From an optimization exercise on the open Yosys and OpenROAD flow, aimed at small area, a short achievable clock period and few clock cycles per item; shortcuts taken in it are not production practice.
RTL that was checked went through simulation tests only; none was proved equivalent to the original.
For run 6, only the layout was checked, not whether the RTL still works.
Power and IR drop assume default switching activity.

===== design/flow/flow/run.sh =====
#!/bin/bash
# The standard ORFS layout with two changes:
#  - synthesis maps all logic with ABC under a delay target (map -D) instead of
#    extracting full/half adder cells first (ADDER_MAP_FILE empty); sizing and
#    buffering are left to OpenROAD's repair steps;
#  - the port buffers are the smallest buffer, buf_1.
# Everything else (synthesis script, floorplan, placement, CTS, routing) is the
# standard flow. Each step's output goes to a log file in this folder.
set -euo pipefail
D=${ABC_D:-1400}
rm -rf scripts_synth
cp -r "$FLOW_HOME/scripts" scripts_synth
cat > scripts_synth/abc_speed.script <<EOS
strash
dch
map -D $D
topo
EOS
bash standard.sh SCRIPTS_DIR="$PWD/scripts_synth" ADDER_MAP_FILE= synth > synth.log 2>&1
bash standard.sh BUFFER_PORTS_ARGS="-buffer_cell sky130_fd_sc_hd__buf_1" CTS_ARGS="-sink_clustering_enable -repair_clock_nets -dont_use_dummy_load -sink_clustering_size 40 -sink_clustering_max_diameter 80 -root_buf sky130_fd_sc_hd__clkbuf_16 -buf_list {sky130_fd_sc_hd__clkbuf_4 sky130_fd_sc_hd__clkbuf_8}" finish > layout.log 2>&1

===== design/flow/constraint.sdc =====
create_clock -name core_clock -period 5.5 [get_ports {clk}]
set_input_delay 1.1000 -clock core_clock [delete_from_list [all_inputs] [get_ports {clk}]]
set_output_delay 1.1000 -clock core_clock [all_outputs]
set_load 0.01 [all_outputs]

===== design/flow/standard.sh =====
#!/bin/bash
# synth_recipe.tcl (not shown) runs the flow's synth.tcl, then flattens the netlist and writes it again
# the make line also repeats each setting of config.mk as NAME=value (left out here)
make -C /OpenROAD-flow-scripts/flow DESIGN_CONFIG=/design/flow/config.mk WORK_HOME=/design/flow/orfs CLKGATE_MAP_FILE= SYNTH_SCRIPT=/design/flow/synth_recipe.tcl "${@:-finish}"

===== design/flow/design.v =====
`timescale 1ns/10ps
module IOTDF( clk, rst, in_en, iot_in, fn_sel, busy, valid, iot_out);
    input          clk;
    input          rst;
    input          in_en;
    input  [7:0]   iot_in;
    input  [2:0]   fn_sel;
    output         busy;
    output         valid;
    output [127:0] iot_out;
    reg  [3:0]   cnt;       
    reg  [7:0]   d0;        
    reg  [7:0]   d1;        
    reg  [11:0]  s;         
    reg          first;     
    reg          g_sel;     
    reg          f_sel;     
    reg          last;      
    reg          o_valid;
    reg  [127:0] o_data;
    assign busy    = 1'b0;
    assign valid   = o_valid;
    assign iot_out = o_data;
    wire start = (cnt == 4'd0);
    wire [5:0] fs = d0[7:2] ^ d0[5:0] ^ s[7:2];
    wire [5:0] fc = (d0[7:2] & d0[5:0]) | (d0[7:2] & s[7:2]) | (d0[5:0] & s[7:2]);
    wire [1:0] hs = d0[7:6] ^ s[9:8];
    wire [1:0] hc = d0[7:6] & s[9:8];
    wire [11:0] tp = {s[11:10], hs, fs, d0[1:0]};
    wire [11:0] tq = {1'b0, hc, fc, 1'b0, s[1:0]};
    wire [11:0] t   = tp + tq;
    wire [7:0]  fir = t[11:4];
    wire [4:0] us = d0[7:3] ^ d0[4:0] ^ d1[6:2];
    wire [4:0] uc = (d0[7:3] & d0[4:0]) | (d0[7:3] & d1[6:2]) | (d0[4:0] & d1[6:2]);
    wire       hus = d0[5] ^ d1[7];
    wire       huc = d0[5] & d1[7];
    wire [11:0] up = {1'b0, d0[7:6], hus, us, d0[2:0]};
    wire [11:0] uq = {2'b00, huc, uc, 1'b1, d1[1:0], 1'b0};
    wire [11:0] s_nxt = up + uq;
    wire        p = o_data[0] & ~first;
    reg  [7:0]  gray;
    integer i;
    always @(*) begin
        gray[7] = p ^ d0[7];
        for (i = 6; i >= 0; i = i - 1) gray[i] = gray[i+1] ^ d0[i];
    end
    wire [7:0] res = ({8{g_sel}} & gray) | ({8{f_sel}} & fir);
    always @(posedge clk) begin
        d0    <= iot_in;
        d1    <= start ? 8'd0 : d0;
        s     <= start ? 12'd8 : s_nxt;
        first <= start;
        g_sel <= (fn_sel == 3'b001);
        f_sel <= (fn_sel == 3'b010);
        o_data <= {o_data[119:0], res};
        if (rst) begin
            cnt     <= 4'd0;
            last    <= 1'b0;
            o_valid <= 1'b0;
        end else begin
            if (in_en) cnt <= cnt + 4'd1;
            last    <= in_en & (cnt == 4'd15);
            o_valid <= last;
        end
    end
endmodule

===== design/flow/config.mk =====
export PLATFORM = sky130hd
export DESIGN_NAME = IOTDF
export DESIGN_NICKNAME = IOTDF
export VERILOG_FILES = /design/flow/design.v
export SDC_FILE = /design/flow/constraint.sdc
export NUM_CORES = 4
export LEC_CHECK = 0
export ABC_CLOCK_PERIOD_IN_PS = 2000
export CAP_MARGIN = 20
export CORE_AREA = 2.3 2.72 109.02 108.8
export DIE_AREA = 0 0 111.405 111.405
export GPL_TIMING_DRIVEN = 1
export SETUP_SLACK_MARGIN = 3.45
export SLEW_MARGIN = 20

==> results.yml, run 1 <==
timing:
  maxSlewViolCount: 0
  finalHoldViolations: 0
  worst_hold_slack_ns: 0.3213
  finalClockSkew_ns: 0.02039
  fin_crit_sh_pct: 36.37
  setup_viol: 0
  setup_slack_ns: 3.499
  grt_setup_unrepaired: "yes"
  layout_min_cycle_time_ns: 2.001
  setup_tns_ns: 0
  fmax_mhz: 499.9
critical_path:
  r2r_start: "d0[4]"
  crit_slowest_cell: "dfxtp_4"
  startpoint: "d0[4]"
  worstPathRequired_ns: 5.73
  timing.critical_path.mode_cell: "o21ai_1"
  crit_path_end_kind: "flip-flop"
  arrival_ns: 2.23
  start_kind: "flip-flop"
  crit_chain: "maj3_2 > o21a_1 > and2_4 > nor2_4 > nand2_2 > o21ai_4 > nand3_1 > nand2_1 > a21oi_1 > o21ai_1 > o21ai_1"
  cp_max_fo: 7
  path_class: "reg2reg"
  critical_path.top_delay_family: "compound AO/OA/AOI/OAI gates"
  worst-path-buf-inv: 0
  critPathMaxStageDelay_ns: 0.37
finish:
  fin_area_mm2: 0.006122
  finalCoreUtilization_pct: 54.08
  antenna_cells: 0
  synthToLayoutAreaGrowth_pct: 32.67
  final_cell_mix: "155 x dfxtp_1, 138 x buf_1, 46 x nor2_1"
  nNetsFinal: 643
  drive_above_1_share_pct: 20.41
  final_common_cell: "dfxtp_1"
  final_cell_count_no_fill: 770
power:
  p_switching_mw: 0.6955
  powerDensity_mw_per_mm2: 407.1
  p_clk_share_pct: 25.6
  power.share.sequential_pct: 55.7
  power_mw: 2.493
  p_leak_nw: 2.409
  p_comb_share_pct: 18.7
  p_sw_share_pct: 27.90
  ir_drop_mv: 0.2833
  p_int_mw: 1.797
route:
  ant_nets: 0
  drtIter0Drc: 135
  wl_per_cell_um: 12.91
  vias_per_cell: 4.584
  totalWireLength_mm: 9.942
  vias: 3530
  drc: 0
  drt_pass1_iterations: 4
global_route:
  grt_pass1_wl_mm: 15.68
  grt_pass1_vias: 3297
  track_usage_pct: 15.99
  grt-ovfl-total: 0
  antenna_found_initial: 0
  grt_max_degree: 18
floorplan:
  die_h_um: 111.4
  core_area_mm2: 0.01132
  start_util_pct: 40.76
  die_w_um: 111.4
  ios: 144
  dieArea_mm2: 0.01241
  rows: 39
synthesis:
  yosys_warnings: 1
  synth_compound_area_share_pct: 7.511
  synthAdderAreaFrac_pct: 0.6508
  synth_top_area_share_pct: 71.15
  yosysTopAreaCell: "dfxtp_1"
  synth-seq-area-share_pct: 71.15
  synth_flop_cell: "dfxtp_1"
  async_flop_share_pct: 0
  synthesis.nets: 454
  synthXorXnorAreaFrac_pct: 3.037
  syn_area_mm2: 0.004614
  syn_inst: 440
  yosys.area_share.simple_pct: 14.24
  synth_edf_count: 0
  muxShareOfSynthArea_pct: 0
  yosysUniqueCellTypes: 27
  synth_area_leaders: "dfxtp_1 71%, nand2_1 4.6%, nor2_1 4.6%"
  synth_seq_cells: 164
  postSynthAreaPerCell_um2: 10.49
  synth_top_family_by_area: "simple AND/OR/NAND/NOR gates"
clock_tree:
  root_buffer: "clkbuf_16"
  cts_tree: "done"
  postCtsHoldBufs: 0
  clock_latency_ns: 0.37
  clock_tree.buffer_depth: 2
  clkTransAtPathRegs_ns: 0.09
  ctsHtreeMaxLevel: 4
  cts_buffers: 17
  cts.sinks: 164
run_status:
  status: "timing/DRC/antenna clean"
placement:
  io_buffers: 142
  dpl.cell_count: 725
  dpl_cell_area_mm2: 0.005349
  hpwl_mm: 7.049
  gp_congestion: 0.7734
  preCtsSetupSlack_ns: 2.896
worst_hold_path:
  hold_path_class: "reg2reg"
  min_from: "o_data[25]"
run:
  drv_cap: 0
==> worst register-to-register path, cell delays in order (launching register included) <==
cell and delay (ns):
dfxtp_4 0.37, maj3_2 0.33, o21a_1 0.22, and2_4 0.15
nor2_4 0.15, nand2_2 0.09, o21ai_4 0.19, nand3_1 0.09
nand2_1 0.09, a21oi_1 0.07, o21ai_1 0.07, o21ai_1 0.08
==> cells by family after synthesis <==
family                   after synthesis
AO/OA/AOI/OAI                         61
XOR/XNOR                              16
other                                  1
AND/OR/NAND/NOR                      155
flip-flops                           164
buffers and inverters                 40
adder cells (fa/ha/maj)                3
==> per-layer routing <==
layer	GRT usage, %	part of all wire (%)	vias up
met2	27.11	50	115
met4	4.280	0.92	0
li1	-	-	1796
met5	0	0	-
met3	6.805	7.0	6
met1	18.73	42	1613
==> worst paths after layout <==
path	to	slack, ns	cells past startpoint
worst min register to register	o_data[33]	0.32	0
worst min-delay path	o_data[33]	0.32	0
worst max-delay path	o_data[5]	3.50	11
worst max register to register	o_data[5]	3.50	11
==> power groups by stage <==
stage               registers [mW]  logic (mW)  clock network, mW
global route                  1.41       0.510              0.717
global placement              1.41       0.355                  0
CTS                           1.39       0.413              0.666
finish                        1.39       0.467              0.638
floorplan                     1.46       0.180                  0
detailed placement            1.42       0.356                  0
==> what timing repair did <==
item                                    CTS  global route
buffers inserted                         19             9
endpoints found under the setup margin   15            16
gates resized for setup                  48            59
pin swaps                                15            28
==> Yosys cell counts (2+ instances only) <==
cell,count
nor2_1,56
a22oi_1,2
o21ai_0,16
xnor2_1,4
nand3_1,19
o22ai_1,8
o21a_1,4
nand2_1,56
dfxtp_1,164
xor2_1,12
or2_2,2
nor3_1,14
clkinv_1,39
a21oi_1,25
and2_2,5
maj3_1,3
==> final cells by class <==
| type | instances | area [um2] |
|---|---|---|
| Clock buffer | 17 | 245.2 |
| Inverter | 39 | 157.7 |
| Sequential cell | 164 | 3317 |
| Tap cell | 143 | 178.9 |
| Fill cell | 995 | 5199 |
| Multi-Input combinational cell | 236 | 1456 |
| Timing Repair Buffer | 171 | 767.0 |
==> registers in the layout, indices dropped and copies added, names as in the netlist <==
| signal | cells |
|---|---|
| o_data | 128 |
| s | 11 |
| d0 | 8 |
| d1 | 8 |
| cnt | 4 |
| f_sel | 1 |
| first | 1 |
| g_sel | 1 |
| last | 1 |
| o_valid | 1 |
Testbench counts, summed over its fixed seeds: cycles 38,424, blocks 2,400.
==> inputs of run 2 (changes only) <==
--- a/design/flow/config.mk
+++ b/design/flow/config.mk
@@ -11,3 +11,3 @@
 export DIE_AREA = 0 0 111.405 111.405
-export GPL_TIMING_DRIVEN = 1
+export PLACE_DENSITY = 0.75
 export SETUP_SLACK_MARGIN = 3.45
==> run 2 against run 1 <==
Net effect:
- still clean on timing, DRC and antenna
- die area unchanged
- setup slack lost 0.12 ns
- critical path depth stayed put
- count of clock-buffer cells in the layout unchanged
- sequential power is essentially flat
- global-route usage up 0.72 points
- critical endpoint unchanged
- largest power group unchanged
==> results.yml, run 2 <==
global_route:
  antenna_found_initial: 0
  grt_pass1_wl_mm: 16.27
  track_usage_pct: 16.71
  grt_max_degree: 18
  grt-ovfl-total: 0
  grt_pass1_vias: 3508
placement:
  io_buffers: 142
  hpwl_mm: 7.153
  preCtsSetupSlack_ns: 2.970
  gp_congestion: 0.8087
route:
  drt_pass1_iterations: 5
  ant_nets: 0
  wl_per_cell_um: 13.63
  drc: 0
  drtIter0Drc: 253
  vias_per_cell: 4.782
  totalWireLength_mm: 10.51
  vias: 3687
timing:
  fmax_mhz: 470.7
  grt_setup_unrepaired: "yes"
  setup_tns_ns: 0
  setup_slack_ns: 3.375
  layout_min_cycle_time_ns: 2.125
  finalHoldViolations: 0
  maxSlewViolCount: 0
  fin_crit_sh_pct: 38.63
  finalClockSkew_ns: 0.02177
  setup_viol: 0
worst_hold_path:
  hold_path_class: "reg2reg"
finish:
  final_cell_mix: "153 x dfxtp_1, 131 x buf_1, 49 x nor2_1"
  regMostFlops: "o_data"
  reg_top3: "o_data x128, s x11"
  nNetsFinal: 644
  antenna_cells: 0
  drive_above_1_share_pct: 20.06
  final_common_cell: "dfxtp_1"
  synthToLayoutAreaGrowth_pct: 32.51
  largest_reg_flops: 128
run_status:
  status: "timing/DRC/antenna clean"
synthesis:
  ys_top_cells_by_count: "164 x dfxtp_1, 56 x nand2_1, 56 x nor2_1"
  synth_edf_count: 0
  synth_area_leaders: "dfxtp_1 71%, nand2_1 4.6%, nor2_1 4.6%"
  synth_top_area_share_pct: 71.15
  yosys_warnings: 1
  syn_area_mm2: 0.004614
  yosysTopAreaCell: "dfxtp_1"
  synth_seq_cells: 164
  post-synth-top-count-cell: "dfxtp_1"
  postSynthAreaPerCell_um2: 10.49
  syn_inst: 440
  synthesis.nets: 454
  synth_flop_cell: "dfxtp_1"
  async_flop_share_pct: 0
  synth-seq-area-share_pct: 71.15
  yosysUniqueCellTypes: 27
floorplan:
  rows: 39
  ios: 144
  start_util_pct: 40.76
  dieArea_mm2: 0.01241
  die_h_um: 111.4
  die_w_um: 111.4
  core_area_mm2: 0.01132
clock_tree:
  root_buffer: "clkbuf_16"
  clock_latency_ns: 0.38
  postCtsHoldBufs: 0
  clkTransAtPathRegs_ns: 0.08
  cts.sinks: 164
  cts_tree: "done"
  ctsHtreeMaxLevel: 4
  clock_tree.buffer_depth: 2
  cts_buffers: 17
critical_path:
  crit_chain: "maj3_2 > o21a_1 > and2_2 > nor2_4 > nand2_1 > o21ai_2 > nand3_1 > nand2_1 > a21oi_1 > o21ai_0 > o21ai_1"
  timing.critical_path.mode_cell: "nand2_1"
  cp_max_fo: 11
  worst-path-buf-inv: 0
  arrival_ns: 2.37
  crit_path_end_kind: "flip-flop"
  critical_path.top_delay_family: "compound AO/OA/AOI/OAI gates"
  start_kind: "flip-flop"
  path_class: "reg2reg"
  crit_slowest_cell: "dfxtp_4"
  critPathMaxStageDelay_ns: 0.39
  worstPathRequired_ns: 5.74
power:
  ir_drop_mv: 0.2857
  powerDensity_mw_per_mm2: 408.7
  p_leak_nw: 2.439
run:
  drv_cap: 0
[run 2: final timing paths]
path	from	to	slack [ns]	cells past startpoint
setup / recovery	d0[6]	o_data[5]	3.38	11
hold / removal	o_data[48]	o_data[56]	0.32	0
setup reg to reg	d0[6]	o_data[5]	3.38	11
hold reg to reg	o_data[48]	o_data[56]	0.32	0
[run 2: metrics by stage]
| stage | cell area (um2) | utilization [%] | hold slack (ns) | total power [mW] | instances |
|---|---|---|---|---|---|
| 2_1_floorplan | 4637 | - | 0.3817 | 1.638 | 440 |
| 3_3_place_gp | 5349 | 47.25 | 0.3308 | 1.765 | 725 |
| 3_5_place_dp | 5349 | 47.25 | 0.3357 | 1.778 | 725 |
| 4_1_cts | 5893 | 52.06 | 0.3285 | 2.474 | 762 |
| 5_1_grt | 6115 | 54.01 | 0.3271 | 2.629 | 771 |
| 6_report | 6115 | 54.01 | 0.3210 | 2.499 | 771 |
[run 2: report_power, final]
group	internal, mW	switching (mW)	total, mW
Clock	0.291	0.346	0.637
Sequential	1.32	0.0780	1.40
Combinational	0.187	0.278	0.465
Total	1.80	0.702	2.50
[run 2: layout make-up]
class | instances | area (um2)
repair buffers | 172 | 779.5
clock buffers | 17 | 245.2
multi-input cells | 236 | 1440
well taps | 143 | 178.9
fillers | 967 | 5206
inverters | 39 | 153.9
flip-flops and latches | 164 | 3317
[run 2: what timing repair did]
item,4_1_cts,5_1_grt
gates resized for setup,53,41
setup endpoints to repair,15,24
cloned,0,0
buffers inserted,20,9
pin swaps,17,16
[run 2: logic make-up after synthesis]
family | count (synthesis) | synth area share, %
compound gates | 61 | 7.511
xor+xnor | 16 | 3.037
fa+ha+maj | 3 | 0.6508
buf+inv | 40 | 3.335
flops | 164 | 71.15
other cells | 1 | 0.08127
simple gates | 155 | 14.24
[run 2: routing by layer]
layer	up-vias	track usage (%)	routed length [um]
met5	-	0	0
li1	1796	-	-
met1	1688	17.68	3951
met3	28	8.329	879
met2	175	28.21	5384
met4	0	7.325	291
==> inputs of run 3 (changes only) <==
--- a/design/flow/flow/run.sh
+++ b/design/flow/flow/run.sh
@@ -9,3 +9,3 @@
 set -euo pipefail
-D=${ABC_D:-1400}
+D=${ABC_D:-1250}
 rm -rf scripts_synth
--- a/design/flow/config.mk
+++ b/design/flow/config.mk
@@ -11,3 +11,2 @@
 export DIE_AREA = 0 0 111.405 111.405
-export PLACE_DENSITY = 0.75
 export SETUP_SLACK_MARGIN = 3.45
==> run 3 against run 2 <==
Net effect:
- via count is 6.2% higher
- critical path type unchanged
- critical path depth is 3 higher
- sequential power hardly changed
- clock power is 0.9% higher
- count of clock-buffer cells in the layout stayed put
- first-iteration DRC count is 43% lower
- worst hold slack worse by 0.0038 ns
- synthesized cell count is 12% higher
- global-route usage is 0.54 points higher
==> results.yml, run 3 <==
run_status:
  status: "timing/DRC/antenna clean"
finish:
  regMostFlops: "o_data"
  finalCoreUtilization_pct: 54.48
  final_common_cell: "dfxtp_1"
  synthToLayoutAreaGrowth_pct: 29.30
  reg_top3: "o_data x128, s x11"
  multi_input_area_mm2: 0.001506
  nNetsFinal: 688
  fin_area_mm2: 0.006167
  antenna_cells: 0
  final_cell_mix: "155 x dfxtp_1, 139 x buf_1, 71 x nand2_1"
  regArea_mm2: 0.003314
  largest_reg_flops: 128
  drive_above_1_share_pct: 17.41
  fillCellCount: 1054
timing:
  maxSlewViolCount: 0
  setup_tns_ns: 0
  setup_slack_ns: 3.402
  fin_crit_sh_pct: 38.14
  setup_viol: 0
  finalHoldViolations: 0
  grt_setup_unrepaired: "yes"
  finalClockSkew_ns: 0.02623
  fmax_mhz: 476.7
  layout_min_cycle_time_ns: 2.098
synthesis:
  synth_area_leaders: "dfxtp_1 69%, nand2_1 6.1%, nor2_1 5.0%"
  post-synth-top-count-cell: "dfxtp_1"
  postSynthAreaPerCell_um2: 9.714
  synth_edf_count: 0
  ys_top_cells_by_count: "164 x dfxtp_1, 78 x nand2_1, 64 x nor2_1"
  yosysTopAreaCell: "dfxtp_1"
  yosys_warnings: 1
  syn_area_mm2: 0.004770
  async_flop_share_pct: 0
  synth_top_area_share_pct: 68.84
  syn_inst: 491
  yosysUniqueCellTypes: 29
  synth_flop_cell: "dfxtp_1"
  synth-seq-area-share_pct: 68.84
  synth_seq_cells: 164
  synthesis.nets: 505
global_route:
  grt-ovfl-total: 0
  grt_pass1_wl_mm: 17.04
  grt_max_degree: 18
  antenna_found_initial: 0
  track_usage_pct: 17.25
  grt_pass1_vias: 3707
clock_tree:
  ctsHtreeMaxLevel: 4
  clock_latency_ns: 0.37
  cts.sinks: 164
  clock_tree.buffer_depth: 2
  cts_buffers: 17
  root_buffer: "clkbuf_16"
  cts_tree: "done"
  clkTransAtPathRegs_ns: 0.08
placement:
  dpl_cell_area_mm2: 0.005488
  preCtsSetupSlack_ns: 2.892
  gp_congestion: 0.8567
  hpwl_mm: 7.812
  io_buffers: 142
route:
  vias_per_cell: 4.806
  totalWireLength_mm: 11.05
  ant_nets: 0
  drc: 0
  wl_per_cell_um: 13.55
  drt_pass1_iterations: 4
  vias: 3917
  drtIter0Drc: 145
power:
  ir_drop_mv: 0.2980
  power_mw: 2.460
  p_leak_nw: 2.449
  powerDensity_mw_per_mm2: 398.9
critical_path:
  r2r_start: "d0[3]"
  arrival_ns: 2.32
  cp_max_fo: 6
  worstPathRequired_ns: 5.72
  timing.critical_path.mode_cell: "nand2_1"
  crit_slowest_cell: "dfxtp_4"
  path_class: "reg2reg"
  start_kind: "flip-flop"
  startpoint: "d0[3]"
  critPathMaxStageDelay_ns: 0.36
  crit_chain: "buf_6 > buf_4 > o21ai_4 > nand2_2 > nand2_1 > nor2_1 > nor2_2 > nand2_2 > o21ai_4 > nand3_1 > nand2_1 > a21oi_1 > o21ai_1 > nand2_1"
  crit_path_end_kind: "flip-flop"
floorplan:
  die_w_um: 111.4
  start_util_pct: 42.13
  core_area_mm2: 0.01132
  dieArea_mm2: 0.01241
  die_h_um: 111.4
  rows: 39
  ios: 144
run:
  drv_cap: 0
worst_hold_path:
  min_from: "o_data[5]"
  hold_path_class: "reg2reg"
-- run 3: cell count changes in the layout (fill, tap and decap cells not counted), moves of 5 or more --
| cell | change |
|---|---|
| nand2_1 | +23 |
| nand3_1 | +14 |
| clkinv_1 | +8 |
| nor3_1 | -5 |
| nor2_2 | +7 |
| buf_4 | -9 |
| buf_1 | +8 |
| clkbuf_2 | -7 |
| xor2_1 | -5 |
| a21oi_1 | +5 |
-- run 3: cell type report --
class / instances / area share (%)
timing repair buffer: 165 / 11.65
multi-input combinational: 276 / 24.43
clock buffer: 17 / 3.976
tap: 143 / 2.901
sequential: 164 / 53.74
inverter: 50 / 3.307
-- run 3: worst paths after layout --
| check | slack, ns | cells after the start | to |
|---|---|---|---|
| min reg2reg | 0.32 | 0 | o_data[13] |
| min | 0.32 | 0 | o_data[13] |
| max reg2reg | 3.40 | 14 | o_data[5] |
| max | 3.40 | 14 | o_data[5] |
-- run 3: timing repair --
| item | CTS | global route |
|---|---|---|
| setup endpoints to repair | 15 | 15 |
| hold buffers | 0 | 0 |
| pin swaps | 0 | 21 |
| gates resized for setup | 29 | 79 |
| gates cloned | 0 | 0 |
| buffers inserted | 0 | 22 |
-- run 3: layer usage --
| metal | track usage (%) | vias up | share of wire, % |
|---|---|---|---|
| li1 | - | 1946 | - |
| met1 | 20.04 | 1793 | 42 |
| met3 | 6.206 | 24 | 7.0 |
| met4 | 6.749 | 0 | 2.1 |
| met5 | 0 | - | 0 |
| met2 | 29.23 | 154 | 49 |
-- run 3: critical path: cells and delay by family, from the launching register on --
family | cells | cell delay [ns]
AO/OA/AOI/OAI | 4 | 0.54
buffers and inverters | 2 | 0.27
flip-flops | 1 | 0.36
AND/OR/NAND/NOR | 8 | 0.79
-- run 3: report_power, final --
group | total (mW) | switching (mW) | internal (mW)
Combinational | 0.441 | 0.275 | 0.166
Clock | 0.643 | 0.351 | 0.292
Sequential | 1.38 | 0.0677 | 1.31
Total | 2.46 | 0.694 | 1.77
-- run 3: cell families (layout without fill, tap and decap cells) --
group / Yosys count / count (layout) / share of synthesized area [%]
and+or+nand+nor: 197 / 197 / 17.50
xor gates and xnor gates: 5 / 5 / 0.9181
buffers and inverters: 51 / 232 / 4.092
other: 1 / 1 / 0.07862
AOI/OAI and AO/OA: 73 / 73 / 8.578
DFF: 164 / 164 / 68.84
-- run 3: stage by stage --
| stage | instances | hold slack, ns |
|---|---|---|
| floorplan | 491 | 0.3817 |
| global placement | 776 | 0.3304 |
| detailed placement | 776 | 0.3339 |
| CTS | 793 | 0.3164 |
| global route | 815 | 0.3138 |
| finish | 815 | 0.3173 |
==> inputs of run 4 (changes only) <==
--- a/design/flow/flow/run.sh
+++ b/design/flow/flow/run.sh
@@ -9,3 +9,3 @@
 set -euo pipefail
-D=${ABC_D:-1250}
+D=${ABC_D:-1600}
 rm -rf scripts_synth
==> run 4 against run 3 <==
Net effect:
- critical path depth up 1
- synthesized area down 3.9%
- wire length down 12%
- count of clock-buffer cells in the layout unchanged
- global-route usage down 1.7 points
- clock skew down 0.0027 ns
- synthesized cell count down 10%
- worst hold slack better by 0.0052 ns
- setup slack worse by 0.10 ns
- clock power about the same
- fmax down 4.7%
==> results.yml, run 4 <==
power:
  p_sw_share_pct: 28.00
  power_mw: 2.471
  ir_drop_mv: 0.2860
  p_clk_share_pct: 26.1
  p_comb_share_pct: 17.8
  p_leak_nw: 2.437
  power.share.sequential_pct: 56.1
  powerDensity_mw_per_mm2: 402.4
  p_switching_mw: 0.6919
  p_int_mw: 1.779
synthesis:
  yosysTopAreaCell: "dfxtp_1"
  syn_area_mm2: 0.004586
  syn_inst: 442
  yosys_warnings: 1
  synth_edf_count: 0
  synth_top_area_share_pct: 71.60
  synth_seq_cells: 164
  post-synth-top-count-cell: "dfxtp_1"
  postSynthAreaPerCell_um2: 10.37
  synth-seq-area-share_pct: 71.60
  ys_top_cells_by_count: "164 x dfxtp_1, 60 x nand2_1, 55 x nor2_1"
  yosysUniqueCellTypes: 24
  synthesis.nets: 456
  synth_area_leaders: "dfxtp_1 72%, nand2_1 4.9%, nor2_1 4.5%"
  synth_flop_cell: "dfxtp_1"
  async_flop_share_pct: 0
floorplan:
  core_area_mm2: 0.01132
  die_h_um: 111.4
  rows: 39
  dieArea_mm2: 0.01241
  die_w_um: 111.4
  ios: 144
  start_util_pct: 40.51
critical_path:
  path_class: "reg2reg"
  arrival_ns: 2.45
  startpoint: "d0[3]"
  start_kind: "flip-flop"
  r2r_start: "d0[3]"
  cp_max_fo: 8
  worstPathRequired_ns: 5.75
  crit_path_end_kind: "flip-flop"
  r2r_slack_ns: 3.30
  reg2reg_depth: 15
clock_tree:
  clkTransAtPathRegs_ns: 0.08
  cts_buffers: 17
  clock_tree.buffer_depth: 2
  ctsHtreeMaxLevel: 4
  postCtsHoldBufs: 0
  cts_tree: "done"
  root_buffer: "clkbuf_16"
  cts.sinks: 164
  clock_latency_ns: 0.37
run_status:
  status: "timing/DRC/antenna clean"
finish:
  drive_above_1_share_pct: 20.51
  reg_top3: "o_data x128, s x11"
  final_cell_count_no_fill: 772
  antenna_cells: 0
  nNetsFinal: 645
  regMostFlops: "o_data"
  synthToLayoutAreaGrowth_pct: 33.92
  largest_reg_flops: 128
  final_common_cell: "dfxtp_1"
  final_cell_mix: "155 x dfxtp_1, 136 x buf_1, 50 x nand2_1"
route:
  drtIter0Drc: 186
  vias: 3496
  vias_per_cell: 4.528
  drt_pass1_iterations: 4
  drc: 0
  totalWireLength_mm: 9.772
  ant_nets: 0
  wl_per_cell_um: 12.66
timing:
  finalHoldViolations: 0
  setup_tns_ns: 0
  worst_hold_slack_ns: 0.3225
  setup_viol: 0
  grt_setup_unrepaired: "yes"
  layout_min_cycle_time_ns: 2.200
  finalClockSkew_ns: 0.02353
  fmax_mhz: 454.5
  fin_crit_sh_pct: 40.01
  maxSlewViolCount: 0
placement:
  io_buffers: 142
  hpwl_mm: 6.802
  dpl.cell_count: 727
  gp_congestion: 0.7900
global_route:
  track_usage_pct: 15.54
  grt_max_degree: 18
  grt-ovfl-total: 0
  grt_pass1_wl_mm: 15.06
  antenna_found_initial: 0
  grt_pass1_vias: 3200
worst_hold_path:
  hold_path_class: "reg2reg"
  min_from: "o_data[10]"
  whs_path_depth: 0
run:
  drv_cap: 0
run 4: cell types whose count changed in the layout (fill, tap and decap cells not counted), sizes merged, moves of 3 or more:
cell	change
buf	+4
clkinv	-6
nand3	-16
nor2	-9
o21ai	+4
clkinvlp	-3
xor2	+9
nand2	-18
run 4: final timing paths:
path / endpoint
max: o_data[5]
min: o_data[18]
max reg2reg: o_data[5]
min reg2reg: o_data[18]
run 4: power by group through the flow:
| stage | Clock (mW) | Combinational [mW] | Sequential [mW] |
|---|---|---|---|
| after global routing | 0.719 | 0.483 | 1.40 |
| after global placement | 0 | 0.337 | 1.41 |
| after CTS | 0.667 | 0.389 | 1.39 |
| after detailed placement | 0 | 0.336 | 1.42 |
| after floorplan | 0 | 0.165 | 1.45 |
| final | 0.644 | 0.440 | 1.39 |
run 4: logic make-up (layout without fill, tap and decap cells):
family | Yosys count | after routing | synth area share, %
XOR/XNOR | 14 | 14 | 2.674
other | 1 | 1 | 0.08178
flip-flops | 164 | 164 | 71.60
buffers and inverters | 42 | 229 | 3.520
AND/OR/NAND/NOR | 151 | 151 | 13.78
adder cells (fa/ha/maj) | 2 | 2 | 0.4366
AO/OA/AOI/OAI | 68 | 68 | 7.913
run 4: what timing repair did:
action / 4_1_cts / 5_1_grt
resized for setup: 49 / 59
setup buffers: 16 / 12
pin swaps: 14 / 30
endpoints found under the setup margin: 12 / 19
run 4: layer usage:
| layer | track usage (%) | share of wire, % | wire, um |
|---|---|---|---|
| met1 | 17.27 | 41 | 3988 |
| met2 | 26.67 | 51 | 4977 |
| met3 | 6.696 | 6.9 | 678 |
| met4 | 5.597 | 1.3 | 128 |
| met5 | 0 | 0 | 0 |
run 4: cell type report:
class                      instances  area [um2]
inverter                          41       166.4
sequential                       164        3317
multi-input combinational        236        1461
clock buffer                      17       245.2
tap                              143       178.9
fill                            1004        5180
timing repair buffer             171       772.0
run 4: critical path, stage by stage, from the launching register on:
cell	delay [ns]
dfxtp_4	0.39
a21oi_4	0.18
a21oi_4	0.05
a21oi_2	0.17
nor2_1	0.07
nand3b_1	0.18
o21ai_2	0.17
a21boi_2	0.09
nand2_1	0.07
nand2_2	0.09
o21ai_4	0.16
nand3_2	0.11
nand2_1	0.10
a21oi_1	0.07
o21ai_1	0.09
o21ai_1	0.10
run 4: metrics by stage:
step                worst slack [ns]  utilization, %  area [um2]
finish                         3.300           54.24        6141
global route                   3.203           54.24        6141
CTS                            3.350           51.62        5844
detailed placement             2.981           47.04        5325
global placement               2.947           47.04        5325
floorplan                      3.453               -        4613
==> inputs of run 5 (changes only) <==
--- a/design/flow/flow/run.sh
+++ b/design/flow/flow/run.sh
@@ -9,3 +9,3 @@
 set -euo pipefail
-D=${ABC_D:-1600}
+D=${ABC_D:-1400}
 rm -rf scripts_synth
==> run 5 against run 4 <==
Net effect:
- setup slack gained 0.20 ns
- synthesized cell count fell by 0.45%
- register-to-register slack improved by 0.20 ns
- via count up 0.97%
- non-clock buffer count stayed put
- highest routed layer unchanged
- fmax is 10% higher
- utilization decreased by 0.17 points
- clock skew shrank 0.0031 ns
- first-iteration DRC count is 27% lower
- power increased by 0.88%
- count of clock-buffer cells in the layout did not move
- largest power group unchanged
==> results.yml, run 5 <==
run_status:
  status: "timing/DRC/antenna clean"
finish:
  largest_reg_flops: 128
  antenna_cells: 0
  final_cell_mix: "155 x dfxtp_1, 138 x buf_1, 46 x nor2_1"
  final_cell_count_no_fill: 770
  final_common_cell: "dfxtp_1"
  reg_top3: "o_data x128, s x11"
  synthToLayoutAreaGrowth_pct: 32.67
  regMostFlops: "o_data"
  nNetsFinal: 643
  drive_above_1_share_pct: 20.41
global_route:
  track_usage_pct: 15.99
  grt_pass1_vias: 3297
  grt_pass1_wl_mm: 15.68
  grt_max_degree: 18
  grt-ovfl-total: 0
  antenna_found_initial: 0
power:
  p_leak_nw: 2.409
  ir_drop_mv: 0.2833
  powerDensity_mw_per_mm2: 407.1
clock_tree:
  clock_latency_ns: 0.37
  ctsHtreeMaxLevel: 4
  cts_tree: "done"
  cts_buffers: 17
  clkTransAtPathRegs_ns: 0.09
  cts.sinks: 164
  clock_tree.buffer_depth: 2
  root_buffer: "clkbuf_16"
floorplan:
  core_area_mm2: 0.01132
  dieArea_mm2: 0.01241
  die_w_um: 111.4
  rows: 39
  die_h_um: 111.4
  start_util_pct: 40.76
  ios: 144
placement:
  io_buffers: 142
  hpwl_mm: 7.049
  gp_congestion: 0.7734
  dpl.cell_count: 725
  preCtsSetupSlack_ns: 2.896
synthesis:
  synth_compound_area_share_pct: 7.511
  muxShareOfSynthArea_pct: 0
  synth_area_leaders: "dfxtp_1 71%, nand2_1 4.6%, nor2_1 4.6%"
  synthAdderAreaFrac_pct: 0.6508
  postSynthAreaPerCell_um2: 10.49
  yosys_warnings: 1
  syn_area_mm2: 0.004614
  synth_top_area_share_pct: 71.15
  yosysUniqueCellTypes: 27
  synth_edf_count: 0
  synth-seq-area-share_pct: 71.15
  ys_top_cells_by_count: "164 x dfxtp_1, 56 x nand2_1, 56 x nor2_1"
  syn_inst: 440
  synthXorXnorAreaFrac_pct: 3.037
  synthesis.nets: 454
  yosysTopAreaCell: "dfxtp_1"
  synth_top_family_by_area: "simple AND/OR/NAND/NOR gates"
  synth_seq_cells: 164
  synth_flop_cell: "dfxtp_1"
  yosys.area_share.simple_pct: 14.24
  post-synth-top-count-cell: "dfxtp_1"
  async_flop_share_pct: 0
critical_path:
  worstPathRequired_ns: 5.73
  crit_path_end_kind: "flip-flop"
  cp_max_fo: 7
  start_kind: "flip-flop"
  path_class: "reg2reg"
  crit_chain: "maj3_2 > o21a_1 > and2_4 > nor2_4 > nand2_2 > o21ai_4 > nand3_1 > nand2_1 > a21oi_1 > o21ai_1 > o21ai_1"
  critPathMaxStageDelay_ns: 0.37
  arrival_ns: 2.23
  worst-path-buf-inv: 0
  critical_path.top_delay_family: "compound AO/OA/AOI/OAI gates"
  crit_slowest_cell: "dfxtp_4"
  timing.critical_path.mode_cell: "o21ai_1"
run:
  drv_cap: 0
timing:
  grt_setup_unrepaired: "yes"
  maxSlewViolCount: 0
  setup_slack_ns: 3.499
  setup_viol: 0
  finalHoldViolations: 0
  finalClockSkew_ns: 0.02039
  fin_crit_sh_pct: 36.37
  layout_min_cycle_time_ns: 2.001
  setup_tns_ns: 0
  fmax_mhz: 499.9
route:
  vias: 3530
  drc: 0
  drtIter0Drc: 135
  totalWireLength_mm: 9.942
  drt_pass1_iterations: 4
  ant_nets: 0
  wl_per_cell_um: 12.91
  vias_per_cell: 4.584
worst_hold_path:
  hold_path_class: "reg2reg"
## run 5: path summary, 6_finish.rpt
kind         depth (start not counted)    endpoint        from  slack, ns
max                                 11   o_data[5]       d0[4]       3.50
min                                  0  o_data[33]  o_data[25]       0.32
min reg2reg                          0  o_data[33]  o_data[25]       0.32
max reg2reg                         11   o_data[5]       d0[4]       3.50
## run 5: repair_timing
item                       in CTS  in global routing
hold buffers                    0                  0
setup endpoints to repair      15                 16
buffers inserted               19                  9
resized for setup              48                 59
hold endpoints to repair        0                  0
pin swaps                      15                 28
## run 5: layer usage
metal	track usage (%)	wire, um
met1	18.73	4216
met2	27.11	4941
met3	6.805	693
met4	4.280	91
met5	0	0
## run 5: cell type report
class,instances,area (um2)
timing repair buffer,171,767.0
fill,995,5199
multi-input combinational,236,1456
clock buffer,17,245.2
sequential,164,3317
inverter,39,157.7
tap,143,178.9
## run 5: stage by stage
stage	hold WS, ns	util (%)	total power, mW	area (um2)
after floorplan	0.3817	-	1.638	4637
after global placement	0.3323	47.25	1.768	5349
after detailed placement	0.3329	47.25	1.777	5349
after CTS	0.3261	52.03	2.470	5891
after global routing	0.3260	54.08	2.633	6122
final	0.3213	54.08	2.493	6122
## run 5: power by group
part           switching [mW]  internal (mW)
registers              0.0698           1.32
logic                   0.280          0.187
clock network           0.346          0.292
## run 5: cell families after synthesis
group           after synthesis
compound gates               61
xor+xnor                     16
fa+ha+maj                     3
buf+inv                      40
flops                       164
other cells                   1
simple gates                155
==> inputs of run 6 (changes only) <==
--- a/design/flow/design.v
+++ b/design/flow/design.v
@@ -14,3 +14,2 @@
     reg  [11:0]  s;         
-    reg          first;     
     reg          g_sel;     
@@ -24,2 +23,3 @@
     wire start = (cnt == 4'd0);
+    wire first = (cnt == 4'd1);    
     wire [5:0] fs = d0[7:2] ^ d0[5:0] ^ s[7:2];
@@ -51,3 +51,2 @@
         s     <= start ? 12'd8 : s_nxt;
-        first <= start;
         g_sel <= (fn_sel == 3'b001);
==> run 6 against run 5 <==
Net effect:
- sequential share of layout area shrank 4.8 points
- wire length grew 17%
- via count grew 15%
- count of clock-buffer cells in the layout is the same
- register-to-register slack lost 0.13 ns
- global-route usage grew 1.9 points
- utilization grew 5.0 points
- synthesized cell count grew 12%
- combinational power grew 19%
- non-clock buffer count grew 23
- largest cell class unchanged
==> results.yml, run 6 <==
clock_tree:
  cts.sinks: 163
  root_buffer: "clkbuf_16"
  cts_buffers: 17
  postCtsHoldBufs: 0
  clock_latency_ns: 0.37
  cts_tree: "done"
  clock_tree.buffer_depth: 2
  clkTransAtPathRegs_ns: 0.09
  ctsHtreeMaxLevel: 4
critical_path:
  worstPathRequired_ns: 5.74
  path_class: "reg2reg"
  crit_chain: "buf_8 > nor3_4 > o22ai_4 > xor2_4 > a21boi_2 > o21a_1 > nor2_2 > nor2_2 > a21oi_2 > a21oi_2 > a21oi_2"
  crit_path_end_kind: "flip-flop"
  start_kind: "flip-flop"
  critical_path.top_delay_family: "compound AO/OA/AOI/OAI gates"
  critPathMaxStageDelay_ns: 0.39
  worst-path-buf-inv: 1
  cp_max_fo: 8
  timing.critical_path.mode_cell: "a21oi_2"
  crit_slowest_cell: "dfxtp_4"
  arrival_ns: 2.38
synthesis:
  synth_edf_count: 0
  async_flop_share_pct: 0
  syn_area_mm2: 0.004780
  synth_area_leaders: "dfxtp_1 68%, nand2_1 6.3%, nor2_1 4.9%"
  synthesis.nets: 506
  post-synth-top-count-cell: "dfxtp_1"
  synth_seq_cells: 163
  yosysTopAreaCell: "dfxtp_1"
  yosys_warnings: 1
  yosysUniqueCellTypes: 26
  postSynthAreaPerCell_um2: 9.715
  ys_top_cells_by_count: "163 x dfxtp_1, 80 x nand2_1, 62 x nor2_1"
  synth_flop_cell: "dfxtp_1"
  synth_top_area_share_pct: 68.27
  synth-seq-area-share_pct: 68.27
  syn_inst: 492
route:
  vias_per_cell: 4.814
  drc: 0
  ant_nets: 0
  totalWireLength_mm: 11.58
  drtIter0Drc: 144
  wl_per_cell_um: 13.71
  drt_pass1_iterations: 4
  vias: 4068
timing:
  fmax_mhz: 468.5
  setup_tns_ns: 0
  finalHoldViolations: 0
  finalClockSkew_ns: 0.02530
  worst_hold_slack_ns: 0.3165
  layout_min_cycle_time_ns: 2.135
  maxSlewViolCount: 0
  setup_slack_ns: 3.365
  setup_viol: 0
  grt_setup_unrepaired: "yes"
  fin_crit_sh_pct: 38.81
global_route:
  antenna_found_initial: 0
  grt-ovfl-total: 0
  grt_pass1_vias: 3785
  grt_pass1_wl_mm: 17.55
  grt_max_degree: 17
  track_usage_pct: 17.91
power:
  power_mw: 2.569
  ir_drop_mv: 0.3415
  p_leak_nw: 2.637
  powerDensity_mw_per_mm2: 384.1
run_status:
  status: "timing/DRC/antenna clean"
finish:
  drive_above_1_share_pct: 26.64
  synthToLayoutAreaGrowth_pct: 39.95
  regMostFlops: "o_data"
  largest_reg_flops: 128
  reg_top3: "o_data x128, s x11"
  antenna_cells: 0
  final_cell_mix: "149 x dfxtp_1, 137 x buf_1, 68 x nand2_1"
  nNetsFinal: 718
  final_common_cell: "dfxtp_1"
  fin_area_mm2: 0.006689
placement:
  hpwl_mm: 7.781
  gp_congestion: 0.8981
  preCtsSetupSlack_ns: 2.956
  dpl_cell_area_mm2: 0.005524
  io_buffers: 142
floorplan:
  die_h_um: 111.4
  dieArea_mm2: 0.01241
  core_area_mm2: 0.01132
  ios: 144
  start_util_pct: 42.22
  rows: 39
  die_w_um: 111.4
run:
  drv_cap: 0
worst_hold_path:
  hold_path_class: "reg2reg"
run 6: changes by cell type in the layout (fill, tap and decap cells not counted), moves of 4 or more:
cell,delta
nand2_1,+24
buf_4,+18
o21ai_0,+9
nor2_2,+7
nor3_1,-7
a21oi_2,+6
dfxtp_1,-6
dfxtp_2,+6
nand3_2,+5
buf_6,+4
nor2_1,-4
run 6: report_power, final:
| group | total (mW) | internal (mW) | switching (mW) |
|---|---|---|---|
| Clock | 0.632 | 0.291 | 0.341 |
| Sequential | 1.38 | 1.31 | 0.0714 |
| Combinational | 0.557 | 0.221 | 0.336 |
run 6: through the flow:
step,instances,util (%)
after floorplan,492,-
after global placement,777,48.80
after detailed placement,777,48.80
after CTS,826,55.36
after global routing,845,59.08
final,845,59.08
run 6: path summary, 6_finish.rpt:
| check | startpoint | endpoint | slack, ns | depth (start not counted) |
|---|---|---|---|---|
| setup / recovery | d0[3] | s[10] | 3.37 | 11 |
| hold / removal | o_data[47] | o_data[55] | 0.32 | 0 |
| setup reg to reg | d0[3] | s[10] | 3.37 | 11 |
| hold reg to reg | o_data[47] | o_data[55] | 0.32 | 0 |
run 6: metal layers:
layer | track usage, % | vias up | part of all wire (%)
met2 | 29.76 | 153 | 50
met3 | 6.587 | 26 | 6.9
met4 | 8.148 | 0 | 2.4
met1 | 20.72 | 1869 | 41
li1 | - | 2020 | -
met5 | 0 | - | 0
run 6: what timing repair did:
| action | 4_1_cts | 5_1_grt |
|---|---|---|
| endpoints found under the setup margin | 13 | 19 |
| buffers inserted | 32 | 19 |
| resized for setup | 80 | 83 |
| pin swaps | 26 | 35 |
run 6: cell type report:
cell class              count  area (um2)
fillers                   978        4632
flip-flops and latches    163        3301
multi-input cells         278        1789
repair buffers            194       963.4
clock buffers              17       245.2
inverters                  50       211.5
well taps                 143       178.9
run 6: logic make-up after synthesis:
group           synth area share [%]
other cells                  0.07846
xor+xnor                       2.382
buf+inv                        4.084
flops                          68.27
simple gates                   16.18
compound gates                 9.005
==> inputs of run 7 (changes only) <==
--- a/design/flow/design.v
+++ b/design/flow/design.v
@@ -14,2 +14,3 @@
     reg  [11:0]  s;         
+    reg          first;     
     reg          g_sel;     
@@ -23,3 +24,2 @@
     wire start = (cnt == 4'd0);
-    wire first = (cnt == 4'd1);    
     wire [5:0] fs = d0[7:2] ^ d0[5:0] ^ s[7:2];
@@ -51,2 +51,3 @@
         s     <= start ? 12'd8 : s_nxt;
+        first <= start;
         g_sel <= (fn_sel == 3'b001);
--- a/design/flow/config.mk
+++ b/design/flow/config.mk
@@ -11,3 +11,3 @@
 export DIE_AREA = 0 0 111.405 111.405
-export SETUP_SLACK_MARGIN = 3.45
+export SETUP_SLACK_MARGIN = 3.48
 export SLEW_MARGIN = 20
==> run 7 against run 6 <==
Net effect:
- count of clock-buffer cells in the layout is the same
- worst hold slack improved by 0.019 ns
- clock power up 0.9%
- synthesized cell count fell by 11%
- setup slack better by 0.031 ns
- register-to-register slack better by 0.03 ns
- critical path type unchanged
- largest cell class unchanged
- largest power group unchanged
==> results.yml, run 7 <==
worst_hold_path:
  hold_path_class: "reg2reg"
  min_from: "o_data[40]"
route:
  route.met3.wl_um: 703
  drtIter0Drc: 106
  vias_per_cell: 4.648
  top_layer: "met4"
  drc: 0
  wl_per_cell_um: 13.37
  totalWireLength_mm: 10.49
  wl_met1_mm: 4.218
  ant_nets: 0
  drt_pass1_iterations: 4
  met2_length_mm: 5.268
  vias: 3649
finish:
  finalCoreUtilization_pct: 55.84
  reg_top3: "o_data x128, s x11"
  regMostFlops: "o_data"
  final_cell_mix: "154 x dfxtp_1, 114 x buf_1, 49 x nor2_1"
  drive_above_1_share_pct: 26.95
  nNetsFinal: 658
  largest_reg_flops: 128
  antenna_cells: 0
  synthToLayoutAreaGrowth_pct: 36.98
  final_common_cell: "dfxtp_1"
critical_path:
  startpoint: "d0[3]"
  arrival_ns: 2.39
  start_kind: "flip-flop"
  crit_path_end_kind: "flip-flop"
  path_class: "reg2reg"
  worstPathRequired_ns: 5.78
  cp_max_fo: 5
  r2r_start: "d0[3]"
global_route:
  grt-ovfl-total: 0
  grt_max_degree: 18
  antenna_found_initial: 0
  grt_pass1_vias: 3356
  track_usage_pct: 16.33
  grt_pass1_wl_mm: 15.84
run_status:
  status: "timing/DRC/antenna clean"
power:
  p_leak_nw: 2.584
  p_switching_mw: 0.7109
  p_comb_share_pct: 19.8
  p_sw_share_pct: 28.15
  p_clk_share_pct: 25.2
  ir_drop_mv: 0.2725
  p_int_mw: 1.815
  powerDensity_mw_per_mm2: 399.6
  power.share.sequential_pct: 55.0
timing:
  fin_crit_sh_pct: 38.25
  setup_viol: 0
  setup_tns_ns: 0
  grt_setup_unrepaired: "yes"
  maxSlewViolCount: 0
  finalClockSkew_ns: 0.01795
  finalHoldViolations: 0
  layout_min_cycle_time_ns: 2.104
  fmax_mhz: 475.3
synthesis:
  ys_top_cells_by_count: "164 x dfxtp_1, 56 x nand2_1, 56 x nor2_1"
  post-synth-top-count-cell: "dfxtp_1"
  synth_top_area_share_pct: 71.15
  yosys_warnings: 1
  synth_area_leaders: "dfxtp_1 71%, nand2_1 4.6%, nor2_1 4.6%"
  synth_flop_cell: "dfxtp_1"
  synth_edf_count: 0
  synth_seq_cells: 164
  syn_inst: 440
  yosysUniqueCellTypes: 27
  synth-seq-area-share_pct: 71.15
  syn_area_mm2: 0.004614
  postSynthAreaPerCell_um2: 10.49
  async_flop_share_pct: 0
  yosysTopAreaCell: "dfxtp_1"
  synthesis.nets: 454
run:
  drv_cap: 0
floorplan:
  core_area_mm2: 0.01132
  ios: 144
  dieArea_mm2: 0.01241
  die_h_um: 111.4
  rows: 39
  start_util_pct: 40.76
  die_w_um: 111.4
clock_tree:
  root_buffer: "clkbuf_16"
  cts_tree: "done"
  clock_tree.buffer_depth: 2
  cts_buffers: 17
  cts.sinks: 164
  ctsHtreeMaxLevel: 4
  postCtsHoldBufs: 0
  clkTransAtPathRegs_ns: 0.06
  clock_latency_ns: 0.37
placement:
  hpwl_mm: 7.120
  io_buffers: 142
  gp_congestion: 0.7902
==> run 7: critical path, stage by stage, from the launching register on <==
cell and delay, ns:
dfxtp_4 0.38, buf_6 0.11, buf_6 0.10, nand2_4 0.04, nand2_1 0.05, o21a_1 0.18, o22ai_2 0.11, nor2_2 0.15
nand2_2 0.09, nand2_4 0.09, a21oi_4 0.06, a21oi_2 0.19, nand2_2 0.11, a31oi_4 0.19, o21ai_2 0.08, a21oi_1 0.11
==> run 7: power by group through the flow <==
stage	Combinational [mW]	Clock, mW	Sequential (mW)
CTS	0.414	0.662	1.39
floorplan	0.180	0	1.46
detailed placement	0.356	0	1.42
global placement	0.354	0	1.41
finish	0.499	0.638	1.39
global route	0.539	0.708	1.41
==> run 7: cell type report <==
cell class | instances | area [um2]
Clock buffer | 17 | 245.2
Fill cell | 1001 | 5000
Inverter | 39 | 157.7
Multi-Input combinational cell | 236 | 1500
Sequential cell | 164 | 3318
Tap cell | 143 | 178.9
Timing Repair Buffer | 186 | 920.9
==> run 7: worst paths after layout <==
kind | slack [ns] | cells after the start | endpoint
worst max-delay path | 3.40 | 15 | s[10]
worst min-delay path | 0.34 | 0 | o_data[48]
worst max register to register | 3.40 | 15 | s[10]
worst min register to register | 0.34 | 0 | o_data[48]
==> run 7: metal layers <==
metal,GRT usage [%],up-vias
li1,-,1823
met1,18.74,1658
met2,26.75,143
met3,5.825,25
met4,8.889,0
met5,0,-
==> run 7: logic make-up after synthesis <==
group	Yosys count	synth area share [%]
AOI/OAI and AO/OA	61	7.511
xor gates and xnor gates	16	3.037
and+or+nand+nor	155	14.24
other	1	0.08127
adders and majority gates	3	0.6508
DFF	164	71.15
buffers and inverters	40	3.335
==> run 7: stage by stage <==
stage	total power [mW]	hold slack, ns	instances	instance area, um2	setup WS (ns)
3_3_place_gp	1.768	0.3305	725	5350	2.938
6_report	2.526	0.3352	785	6321	3.396
3_5_place_dp	1.777	0.3336	725	5350	2.954
5_1_grt	2.653	0.3350	785	6321	3.249
2_1_floorplan	1.638	0.3817	440	4638	3.487
4_1_cts	2.468	0.3396	763	5938	3.371
==> run 7: repair_timing <==
item / CTS / global route
endpoints found under the setup margin: 22 / 34
gates resized for setup: 61 / 78
pin swaps: 10 / 31
hold endpoints to repair: 0 / 0
setup buffers: 21 / 22
Testbench counts of run 7, summed over its fixed seeds: cycles 38,424, blocks 2,400.
==> inputs of run 8 (changes only) <==
--- a/design/flow/config.mk
+++ b/design/flow/config.mk
@@ -11,3 +11,3 @@
 export DIE_AREA = 0 0 111.405 111.405
-export SETUP_SLACK_MARGIN = 3.48
+export SETUP_SLACK_MARGIN = 3.42
 export SLEW_MARGIN = 20
==> run 8 against run 7 <==
Net effect:
- combinational power down 4.8%
- cell area is 2.1% lower
- critical path depth shrank 4
- non-clock buffer count is 10 lower
- via count is 0.69% lower
- first-iteration DRC count is 32% higher
- critical path type unchanged
- largest cell class unchanged
- fmax up 2.7%
- wire length down 5.8%
- count of clock-buffer cells in the layout did not move
==> results.yml, run 8 <==
critical_path:
  crit_path_end_kind: "flip-flop"
  cp_max_fo: 5
  r2r_slack_ns: 3.45
  crit_chain: "maj3_2 > o21a_1 > and2_2 > nor2_4 > nand2_2 > o21ai_4 > nand3_1 > nand2_1 > a21oi_1 > o21ai_0 > o21ai_1"
  path_class: "reg2reg"
  critPathMaxStageDelay_ns: 0.37
  crit_slowest_cell: "dfxtp_4"
  worstPathRequired_ns: 5.74
  start_kind: "flip-flop"
  critical_path.top_delay_family: "compound AO/OA/AOI/OAI gates"
  worst-path-buf-inv: 0
  arrival_ns: 2.28
finish:
  nNetsFinal: 648
  synthToLayoutAreaGrowth_pct: 34.06
  final_common_cell: "dfxtp_1"
  final_cell_count_no_fill: 775
  regArea_mm2: 0.003317
  fillCellCount: 996
  reg_top3: "o_data x128, s x11"
  antenna_cells: 0
  drive_above_1_share_pct: 21.04
  regMostFlops: "o_data"
  final_cell_mix: "155 x dfxtp_1, 142 x buf_1, 46 x nor2_1"
  multi_input_area_mm2: 0.001485
  largest_reg_flops: 128
synthesis:
  syn_inst: 440
  synthesis.nets: 454
  synth_top_area_share_pct: 71.15
  yosys_warnings: 1
  synth_edf_count: 0
  post-synth-top-count-cell: "dfxtp_1"
  postSynthAreaPerCell_um2: 10.49
  yosysTopAreaCell: "dfxtp_1"
  synth-seq-area-share_pct: 71.15
  synth_seq_cells: 164
  yosysUniqueCellTypes: 27
  synth_area_leaders: "dfxtp_1 71%, nand2_1 4.6%, nor2_1 4.6%"
  async_flop_share_pct: 0
  ys_top_cells_by_count: "164 x dfxtp_1, 56 x nand2_1, 56 x nor2_1"
  synth_flop_cell: "dfxtp_1"
  syn_area_mm2: 0.004614
placement:
  dpl.cell_count: 725
  gp_congestion: 0.7617
  hpwl_mm: 6.921
  io_buffers: 142
  preCtsSetupSlack_ns: 2.865
clock_tree:
  clock_tree.buffer_depth: 2
  root_buffer: "clkbuf_16"
  ctsHtreeMaxLevel: 4
  clkTransAtPathRegs_ns: 0.08
  cts_tree: "done"
  postCtsHoldBufs: 0
  cts_buffers: 17
  clock_latency_ns: 0.37
  cts.sinks: 164
floorplan:
  die_h_um: 111.4
  start_util_pct: 40.76
  dieArea_mm2: 0.01241
  die_w_um: 111.4
  rows: 39
  core_area_mm2: 0.01132
  ios: 144
timing:
  grt_setup_unrepaired: "yes"
  setup_tns_ns: 0
  maxSlewViolCount: 0
  fmax_mhz: 488.3
  fin_crit_sh_pct: 37.24
  layout_min_cycle_time_ns: 2.048
  setup_viol: 0
  setup_slack_ns: 3.452
  finalHoldViolations: 0
  worst_hold_slack_ns: 0.3312
  finalClockSkew_ns: 0.01814
route:
  vias: 3624
  wl_per_cell_um: 12.75
  drt_pass1_iterations: 4
  totalWireLength_mm: 9.885
  vias_per_cell: 4.676
  drtIter0Drc: 140
  ant_nets: 0
  drc: 0
power:
  p_clk_share_pct: 25.5
  p_sw_share_pct: 28.01
  power_mw: 2.498
  p_comb_share_pct: 19.0
  p_int_mw: 1.798
  power.share.sequential_pct: 55.5
  powerDensity_mw_per_mm2: 403.8
  p_leak_nw: 2.435
  p_switching_mw: 0.6996
  ir_drop_mv: 0.3006
global_route:
  grt-ovfl-total: 0
  grt_pass1_wl_mm: 15.48
  grt_max_degree: 18
  antenna_found_initial: 0
  grt_pass1_vias: 3354
  track_usage_pct: 15.85
run_status:
  status: "timing/DRC/antenna clean"
worst_hold_path:
  hold_path_class: "reg2reg"
run:
  drv_cap: 0
run 8: worst register-to-register path, stage by stage, from the launching register on:
cell and delay [ns]:
dfxtp_4 0.37, maj3_2 0.33, o21a_1 0.19, and2_2 0.19
nor2_4 0.16, nand2_2 0.08, o21ai_4 0.18, nand3_1 0.08
nand2_1 0.10, a21oi_1 0.06, o21ai_0 0.08, o21ai_1 0.11
run 8: kinds of logic after synthesis:
logic type / synth area share, %
buffers and inverters: 3.335
AOI/OAI and AO/OA: 7.511
xor gates and xnor gates: 3.037
other: 0.08127
DFF: 71.15
adders and majority gates: 0.6508
and+or+nand+nor: 14.24
run 8: power groups by stage:
stage               registers, mW  clock network (mW)  logic [mW]
floorplan                    1.46                   0       0.179
global placement             1.41                   0       0.354
detailed placement           1.42                   0       0.356
CTS                          1.39               0.671       0.399
global route                 1.40               0.711       0.519
finish                       1.39               0.636       0.475
run 8: cell type report:
class / instances / share of cell area (%)
clock buffer: 17 / 3.964
tap: 143 / 2.892
multi-input combinational: 236 / 24.01
timing repair buffer: 176 / 12.99
sequential: 164 / 53.62
inverter: 39 / 2.528
run 8: metrics by stage:
step                cell area [um2]  util [%]
finish                         6186     54.64
global route                   6186     54.64
CTS                            5828     51.48
detailed placement             5341     47.18
global placement               5341     47.18
floorplan                      4629         -
run 8: what timing repair did:
item                       4_1_cts  5_1_grt
setup buffers                   14       19
resized for setup               45       65
pin swaps                       12       23
setup endpoints to repair       15       13
run 8: path summary, 6_finish.rpt:
path,from,to,depth (start not counted)
worst max-delay path,d0[6],o_data[5],11
worst max register to register,d0[6],o_data[5],11
worst min-delay path,o_data[42],o_data[50],0
worst min register to register,o_data[42],o_data[50],0
run 8: metal layers:
layer	up-vias	track usage [%]	wire length, um
met5	-	0	0
met4	0	7.654	127
met3	14	6.369	585
met2	127	26.34	4979
met1	1677	17.81	4193
li1	1806	-	-
==> inputs of run 9 (changes only) <==
--- a/design/flow/flow/run.sh
+++ b/design/flow/flow/run.sh
@@ -1,3 +1,3 @@
 #!/bin/bash
-# The standard ORFS layout with two changes:
+# The standard ORFS layout with three changes:
 #  - synthesis maps all logic with ABC under a delay target (map -D) instead of
@@ -5,4 +5,6 @@
 #    buffering are left to OpenROAD's repair steps;
-#  - the port buffers are the smallest buffer, buf_1.
-# Everything else (synthesis script, floorplan, placement, CTS, routing) is the
+#  - the port buffers are the smallest buffer, buf_1;
+#  - CTS uses clkbuf_4/clkbuf_8 for the tree under a clkbuf_16 root and
+#    inserts no dummy loads.
+# Everything else (synthesis script, floorplan, placement, routing) is the
 # standard flow. Each step's output goes to a log file in this folder.
--- a/design/flow/config.mk
+++ b/design/flow/config.mk
@@ -11,3 +11,3 @@
 export DIE_AREA = 0 0 111.405 111.405
-export SETUP_SLACK_MARGIN = 3.42
+export SETUP_SLACK_MARGIN = 3.45
 export SLEW_MARGIN = 20
==> run 9 against run 8 <==
Net effect:
- global-route usage increased by 0.14 points
- fmax increased by 2.4%
- cell area decreased by 1.0%
- utilization decreased by 0.56 points
- non-clock buffer count decreased by 5
- first-iteration DRC count decreased by 3.6%
- combinational power decreased by 2%
- synthesized cell count unchanged
- sequential power about the same
- sequential cell count unchanged
- clock power about the same
- sequential share of layout area increased by 0.56 points
- critical endpoint unchanged
==> results.yml, run 9 <==
run_status:
  status: "timing/DRC/antenna clean"
timing:
  setup_viol: 0
  fin_crit_sh_pct: 36.37
  finalClockSkew_ns: 0.02039
  fmax_mhz: 499.9
  maxSlewViolCount: 0
  setup_tns_ns: 0
  grt_setup_unrepaired: "yes"
  layout_min_cycle_time_ns: 2.001
  finalHoldViolations: 0
critical_path:
  cp_max_fo: 7
  r2r_end: "o_data[5]"
  startpoint: "d0[4]"
  reg2reg_depth: 11
  r2r_start: "d0[4]"
  start_kind: "flip-flop"
  crit_path_end: "o_data[5]"
  worstPathRequired_ns: 5.73
  arrival_ns: 2.23
  path_class: "reg2reg"
  r2r_slack_ns: 3.50
  crit_path_end_kind: "flip-flop"
placement:
  gp_congestion: 0.7734
  io_buffers: 142
  dpl.cell_count: 725
  dpl_cell_area_mm2: 0.005349
  hpwl_mm: 7.049
finish:
  regMostFlops: "o_data"
  reg_top3: "o_data x128, s x11"
  final_cell_count_no_fill: 770
  nNetsFinal: 643
  final_common_cell: "dfxtp_1"
  largest_reg_flops: 128
  finalCoreUtilization_pct: 54.08
  antenna_cells: 0
  fin_area_mm2: 0.006122
  final_cell_mix: "155 x dfxtp_1, 138 x buf_1, 46 x nor2_1"
  drive_above_1_share_pct: 20.41
  synthToLayoutAreaGrowth_pct: 32.67
global_route:
  grt_max_degree: 18
  grt_pass1_wl_mm: 15.68
  antenna_found_initial: 0
  grt_pass1_vias: 3297
  track_usage_pct: 15.99
  grt-ovfl-total: 0
floorplan:
  start_util_pct: 40.76
  ios: 144
  dieArea_mm2: 0.01241
  die_h_um: 111.4
  rows: 39
  core_area_mm2: 0.01132
  die_w_um: 111.4
synthesis:
  syn_area_mm2: 0.004614
  synth_area_leaders: "dfxtp_1 71%, nand2_1 4.6%, nor2_1 4.6%"
  synthesis.nets: 454
  yosysTopAreaCell: "dfxtp_1"
  synth-seq-area-share_pct: 71.15
  synth_top_area_share_pct: 71.15
  yosysUniqueCellTypes: 27
  synth_seq_cells: 164
  synth_edf_count: 0
  post-synth-top-count-cell: "dfxtp_1"
  ys_top_cells_by_count: "164 x dfxtp_1, 56 x nand2_1, 56 x nor2_1"
  postSynthAreaPerCell_um2: 10.49
  syn_inst: 440
  yosys_warnings: 1
  synth_flop_cell: "dfxtp_1"
  async_flop_share_pct: 0
route:
  vias: 3530
  drt_pass1_iterations: 4
  vias_per_cell: 4.584
  wl_per_cell_um: 12.91
  totalWireLength_mm: 9.942
  drc: 0
  drtIter0Drc: 135
  ant_nets: 0
clock_tree:
  clkTransAtPathRegs_ns: 0.09
  cts_tree: "done"
  postCtsHoldBufs: 0
  clock_tree.buffer_depth: 2
  ctsHtreeMaxLevel: 4
  clock_latency_ns: 0.37
  root_buffer: "clkbuf_16"
  cts_buffers: 17
  cts.sinks: 164
power:
  powerDensity_mw_per_mm2: 407.1
  power_mw: 2.493
  ir_drop_mv: 0.2833
  p_leak_nw: 2.409
worst_hold_path:
  hold_path_class: "reg2reg"
  whs_path_depth: 0
run:
  drv_cap: 0
[run 9: routing by layer]
layer  global-route usage [%]  vias to the layer above  part of all wire, %
met5                        0                        -                    0
met4                    4.280                        0                 0.92
met3                    6.805                        6                  7.0
met2                    27.11                      115                   50
met1                    18.73                     1613                   42
li1                         -                     1796                    -
[run 9: layout make-up]
class | count | area, um2
clock buffer | 17 | 245.2
fill | 995 | 5199
inverter | 39 | 157.7
multi-input combinational | 236 | 1456
sequential | 164 | 3317
tap | 143 | 178.9
timing repair buffer | 171 | 767.0
[run 9: how the worst min path moves through the flow]
stage                          start           to  slack, ns
final                     o_data[25]   o_data[33]       0.32
after global routing      o_data[25]   o_data[33]       0.33
after CTS                 o_data[25]   o_data[33]       0.33
after detailed placement  o_data[25]   o_data[33]       0.33
after global placement    o_data[32]   o_data[40]       0.33
after floorplan           o_data[92]  o_data[100]       0.38
[run 9: report_power, final]
group | switching [mW] | internal [mW]
Combinational | 0.280 | 0.187
Sequential | 0.0698 | 1.32
Clock | 0.346 | 0.292
Total | 0.695 | 1.80
[run 9: what timing repair did]
action	4_1_cts	5_1_grt
setup endpoints to repair	15	16
setup buffers	19	9
pin swaps	15	28
resized for setup	48	59
[run 9: cell families (layout without fill, tap and decap cells)]
kind of cell               count (synthesis)  count (layout)  share of synthesized area (%)
and+or+nand+nor                          155             155                          14.24
DFF                                      164             164                          71.15
AOI/OAI and AO/OA                         61              61                          7.511
xor gates and xnor gates                  16              16                          3.037
other                                      1               1                        0.08127
buffers and inverters                     40             227                          3.335
adders and majority gates                  3               3                         0.6508
[run 9: critical path, stage by stage (launching register included)]
cell,delay (ns)
dfxtp_4,0.37
maj3_2,0.33
o21a_1,0.21
and2_4,0.15
nor2_4,0.15
nand2_2,0.09
o21ai_4,0.19
nand3_1,0.09
nand2_1,0.09
a21oi_1,0.07
o21ai_1,0.07
o21ai_1,0.08
[run 9: per-stage QoR]
stage | worst slack [ns] | hold WS (ns)
4_1_cts | 3.420 | 0.3261
5_1_grt | 3.387 | 0.3260
3_5_place_dp | 2.896 | 0.3329
2_1_floorplan | 3.458 | 0.3817
3_3_place_gp | 2.938 | 0.3323
6_report | 3.499 | 0.3213

## re-timing with driven ports
The flow's constraints put no driver on any port. The routed layouts listed below were extracted and timed again, unchanged, in two steps. Step 1 sets driving cells, clkbuf_16 on the clock port and buf_2 on the other inputs (assumed; they add their load-dependent delay and slew). Step 2 also shifts input and output timing later by t, the mid clock arrival at the registers, as if the neighbouring blocks saw the same clock. Three values: ideal, step 1, step 2; two values: the first two.
| run | t (ns) | slack for setup (ns) | hold WS [ns] |
|---|---|---|---|
| run 1 | 0.387 | 3.499 / 3.471 / 3.499 | 0.321 / 0.321 / 0.321 |
| run 2 | 0.403 | 3.375 / 3.375 / 3.375 | 0.321 / 0.321 / 0.321 |
| run 3 | 0.396 | 3.402 / 3.402 / 3.402 | 0.317 / 0.317 / 0.317 |
| run 4 | 0.393 | 3.300 / 3.300 / 3.300 | 0.322 / 0.322 / 0.322 |
| run 5 | 0.387 | 3.499 / 3.471 / 3.499 | 0.321 / 0.321 / 0.321 |
| run 6 | 0.398 | 3.365 / 3.365 / 3.365 | 0.317 / 0.316 / 0.316 |
| run 7 | 0.396 | 3.396 / 3.396 / 3.396 | 0.335 / 0.335 / 0.335 |
| run 8 | 0.395 | 3.452 / 3.452 / 3.452 | 0.331 / 0.331 / 0.331 |
| run 9 | 0.387 | 3.499 / 3.471 / 3.499 | 0.321 / 0.321 / 0.321 |
After both steps setup and hold are still met in every run listed.
